This is an optimization exercise on Yosys and OpenROAD, whose aim is small area, not a production implementation. In this exercise RTL edits were held to simulation tests only and were not proved equivalent to the original.

== job 1645 ==
==> flow/design.v (excerpt) <==
module fp_adder_tree #(
    parameter int unsigned N = 8
) (
    input clk,
    input rst_n,
    input            in_valid,
    input [32*N-1:0] fp_in,
    output           out_valid,
    output [31:0]    out
);
==> module leading_zero_cnt, before the edit <==
module leading_zero_cnt (
    input  [49:1]      x,
    output logic [5:0] lz
);
logic [63:0]      xp;
logic [15:0]      z4;
logic [15:0][1:0] c4;
logic [7:0]       z8;
logic [7:0][2:0]  c8;
logic [3:0]       z16;
logic [3:0][3:0]  c16;
logic [1:0]       z32;
logic [1:0][4:0]  c32;
always_comb begin
    xp = {x, 1'b1, 14'b0};
    for (int i = 0; i < 16; i++) begin
        logic [3:0] n;
        n = xp[4*i +: 4];
        z4[i] = ~|n;
        c4[i] = n[3] ? 2'd0 : n[2] ? 2'd1 : n[1] ? 2'd2 : 2'd3;
    end
    for (int i = 0; i < 8; i++) begin
        z8[i] = z4[2*i+1] & z4[2*i];
        c8[i] = z4[2*i+1] ? {1'b1, c4[2*i]} : {1'b0, c4[2*i+1]};
    end
    for (int i = 0; i < 4; i++) begin
        z16[i] = z8[2*i+1] & z8[2*i];
        c16[i] = z8[2*i+1] ? {1'b1, c8[2*i]} : {1'b0, c8[2*i+1]};
    end
    for (int i = 0; i < 2; i++) begin
        z32[i] = z16[2*i+1] & z16[2*i];
        c32[i] = z16[2*i+1] ? {1'b1, c16[2*i]} : {1'b0, c16[2*i+1]};
    end
    lz = z32[1] ? {1'b1, c32[0]} : {1'b0, c32[1]};
end
endmodule
==> module fp32_converter, before the edit <==
module fp32_converter (
    input  [50:0] t,
    input  [7:0]  xn,
    input         allneg,
    output [31:0] fp32
);
logic        sign;
logic [49:0] nz;      
logic [49:0] a;       
logic [5:0]  lz;
logic        zero;
logic        big;
logic [7:0]  exp_out;
logic [22:0] frac;
assign sign = ~t[50];
logic [49:0] po;
always_comb begin
    po = {t[48:0], allneg};
    for (int st = 1; st < 50; st = st * 2)
        for (int i = 2*st - 1; i < 50; i += 2*st) po[i] = po[i] | po[i-st];
    for (int st = 16; st >= 1; st = st / 2)
        for (int i = 3*st - 1; i < 50; i += 2*st) po[i] = po[i] | po[i-st];
    nz = po;
end
assign a = t[49:0] ^ ({50{sign}} & nz);
leading_zero_cnt lzc_inst (.x(a[49:1]), .lz(lz));
assign zero = (lz == 6'd49) & ~a[0];
assign big = lz[5] | (lz[4] & lz[3] & (lz[2] | (lz[1] & lz[0])));
norm_shift norm_inst (.a(a[48:0]), .lz(lz[4:0]), .big(big), .f(frac));
assign exp_out = ~xn + 8'd3 - {2'b00, lz};
assign fp32 = {allneg ? ~zero : sign, exp_out, frac};
endmodule
==> flow/config.mk <==
export PLATFORM = sky130hd
export DESIGN_NAME = fp_adder_tree
export DESIGN_NICKNAME = fp_adder_tree
export VERILOG_FILES = /design/flow/design.v
export SDC_FILE = /design/flow/constraint.sdc
export NUM_CORES = 4
export LEC_CHECK = 0
export CAP_MARGIN = 20
export CORE_MARGIN = 2
export CORE_UTILIZATION = 50
export CTS_CLUSTER_DIAMETER = 100
export CTS_CLUSTER_SIZE = 30
export SLEW_MARGIN = 20
export SYNTH_HIERARCHICAL = 1
==> flow/constraint.sdc <==
create_clock -name core_clock -period 8.5 [get_ports {clk}]
set_input_delay 1.7000 -clock core_clock [delete_from_list [all_inputs] [get_ports {clk}]]
set_output_delay 1.7000 -clock core_clock [all_outputs]
set_load 0.01 [all_outputs]
standard.sh (not shown) runs the stock make flow with config.mk's settings and CLKGATE_MAP_FILE= SYNTH_SCRIPT=/design/flow/synth_recipe.tcl, a recipe that flattens the netlist after the stock synthesis.
==> flow/flow/run.sh <==
#!/bin/bash
# Standard layout, with two changes: the port buffers that the standard flow
# puts on every input and output are buf_1 cells instead of the default, and
# clock tree synthesis clusters up to 20 sinks on a clkbuf_8 and adds no
# dummy loads at the leaves of the clock tree.
set -euo pipefail
export BUFFER_PORTS_ARGS="-buffer_cell sky130_fd_sc_hd__buf_1"
export CTS_ARGS="-sink_clustering_enable -repair_clock_nets -sink_clustering_size 20 -sink_clustering_max_diameter 80 -sink_clustering_buffer sky130_fd_sc_hd__clkbuf_8 -dont_use_dummy_load"
bash standard.sh > standard.log 2>&1
Edits applied to the flow inputs when going from job 1645 to job 4415:
--- a/flow/design.v
+++ b/flow/design.v
@@ -28,26 +28,27 @@
 endmodule
 module c_ha (input a, input b, output s, output co);
 assign s  = a ^ b;
 assign co = a & b;
 endmodule
 module leading_zero_cnt (
-    input  [49:1]      x,
-    output logic [5:0] lz
+    input  [49:0]      x,
+    output logic [5:0] lz,
+    output logic       zero
 );
 logic [63:0]      xp;
 logic [15:0]      z4;
 logic [15:0][1:0] c4;
 logic [7:0]       z8;
 logic [7:0][2:0]  c8;
 logic [3:0]       z16;
 logic [3:0][3:0]  c16;
 logic [1:0]       z32;
 logic [1:0][4:0]  c32;
 always_comb begin
-    xp = {x, 1'b1, 14'b0};
+    xp = {x, 14'b0};
     for (int i = 0; i < 16; i++) begin
         logic [3:0] n;
         n = xp[4*i +: 4];
         z4[i] = ~|n;
         c4[i] = n[3] ? 2'd0 : n[2] ? 2'd1 : n[1] ? 2'd2 : 2'd3;
     end
@@ -60,13 +61,14 @@
         c16[i] = z8[2*i+1] ? {1'b1, c8[2*i]} : {1'b0, c8[2*i+1]};
     end
     for (int i = 0; i < 2; i++) begin
         z32[i] = z16[2*i+1] & z16[2*i];
         c32[i] = z16[2*i+1] ? {1'b1, c16[2*i]} : {1'b0, c16[2*i+1]};
     end
-    lz = z32[1] ? {1'b1, c32[0]} : {1'b0, c32[1]};
+    zero = z32[1] & z32[0];
+    lz   = z32[1] ? {1'b1, c32[0]} : {1'b0, c32[1]};
 end
 endmodule
 module fp32_converter (
     input  [50:0] t,
     input  [7:0]  xn,
     input         allneg,
@@ -88,17 +90,16 @@
         for (int i = 2*st - 1; i < 50; i += 2*st) po[i] = po[i] | po[i-st];
     for (int st = 16; st >= 1; st = st / 2)
         for (int i = 3*st - 1; i < 50; i += 2*st) po[i] = po[i] | po[i-st];
     nz = po;
 end
 assign a = t[49:0] ^ ({50{sign}} & nz);
-leading_zero_cnt lzc_inst (.x(a[49:1]), .lz(lz));
-assign zero = (lz == 6'd49) & ~a[0];
+leading_zero_cnt lzc_inst (.x(a), .lz(lz), .zero(zero));
 assign big = lz[5] | (lz[4] & lz[3] & (lz[2] | (lz[1] & lz[0])));
 norm_shift norm_inst (.a(a[48:0]), .lz(lz[4:0]), .big(big), .f(frac));
-assign exp_out = ~xn + 8'd3 - {2'b00, lz};
+assign exp_out = zero ? ~xn - 8'd46 : ~xn + 8'd3 - {2'b00, lz};
 assign fp32 = {allneg ? ~zero : sign, exp_out, frac};
 endmodule
 module norm_shift (
     input  [48:0] a,
     input  [4:0]  lz,
     input         big,
## What came out
- Looking at critical path launch point, the fp_in[62] result is from job 4415; the t_r[9] one comes from job 1645.
- Delta (job 4415 minus job 1645): total number of cells along the worst setup path has increased.

## static timing again, ports no longer ideal
The flow's constraints put no driver on any port. The routed layouts listed below were extracted and timed again, unchanged, in two steps. Step 1 (the two cells are an assumption about what drives the block):
set clk [get_ports {clk}]
set_driving_cell -lib_cell sky130_fd_sc_hd__clkbuf_16 $clk
set_driving_cell -lib_cell sky130_fd_sc_hd__buf_2 [delete_from_list [all_inputs] $clk]
Step 2 also shifts input and output timing later by t, the mid clock arrival at the registers, as if the neighbouring blocks saw the same clock. Three values: ideal, step 1, step 2; two values: the first two.
run	shift t [ns]	setup slack, ns	clock arrival spread, ns
job 1645	0.598	0.397 / 0.331 / -0.053	0.072 / 0.072
job 4415	0.592	0.477 / 0.522 / -0.070	0.118 / 0.119
Met with ideal ports but missed after step 2: setup timing in job 1645 and job 4415. The setup slack of job 4415, which loses most, moves by +0.045 ns with the drivers and by -0.547 ns with both steps.
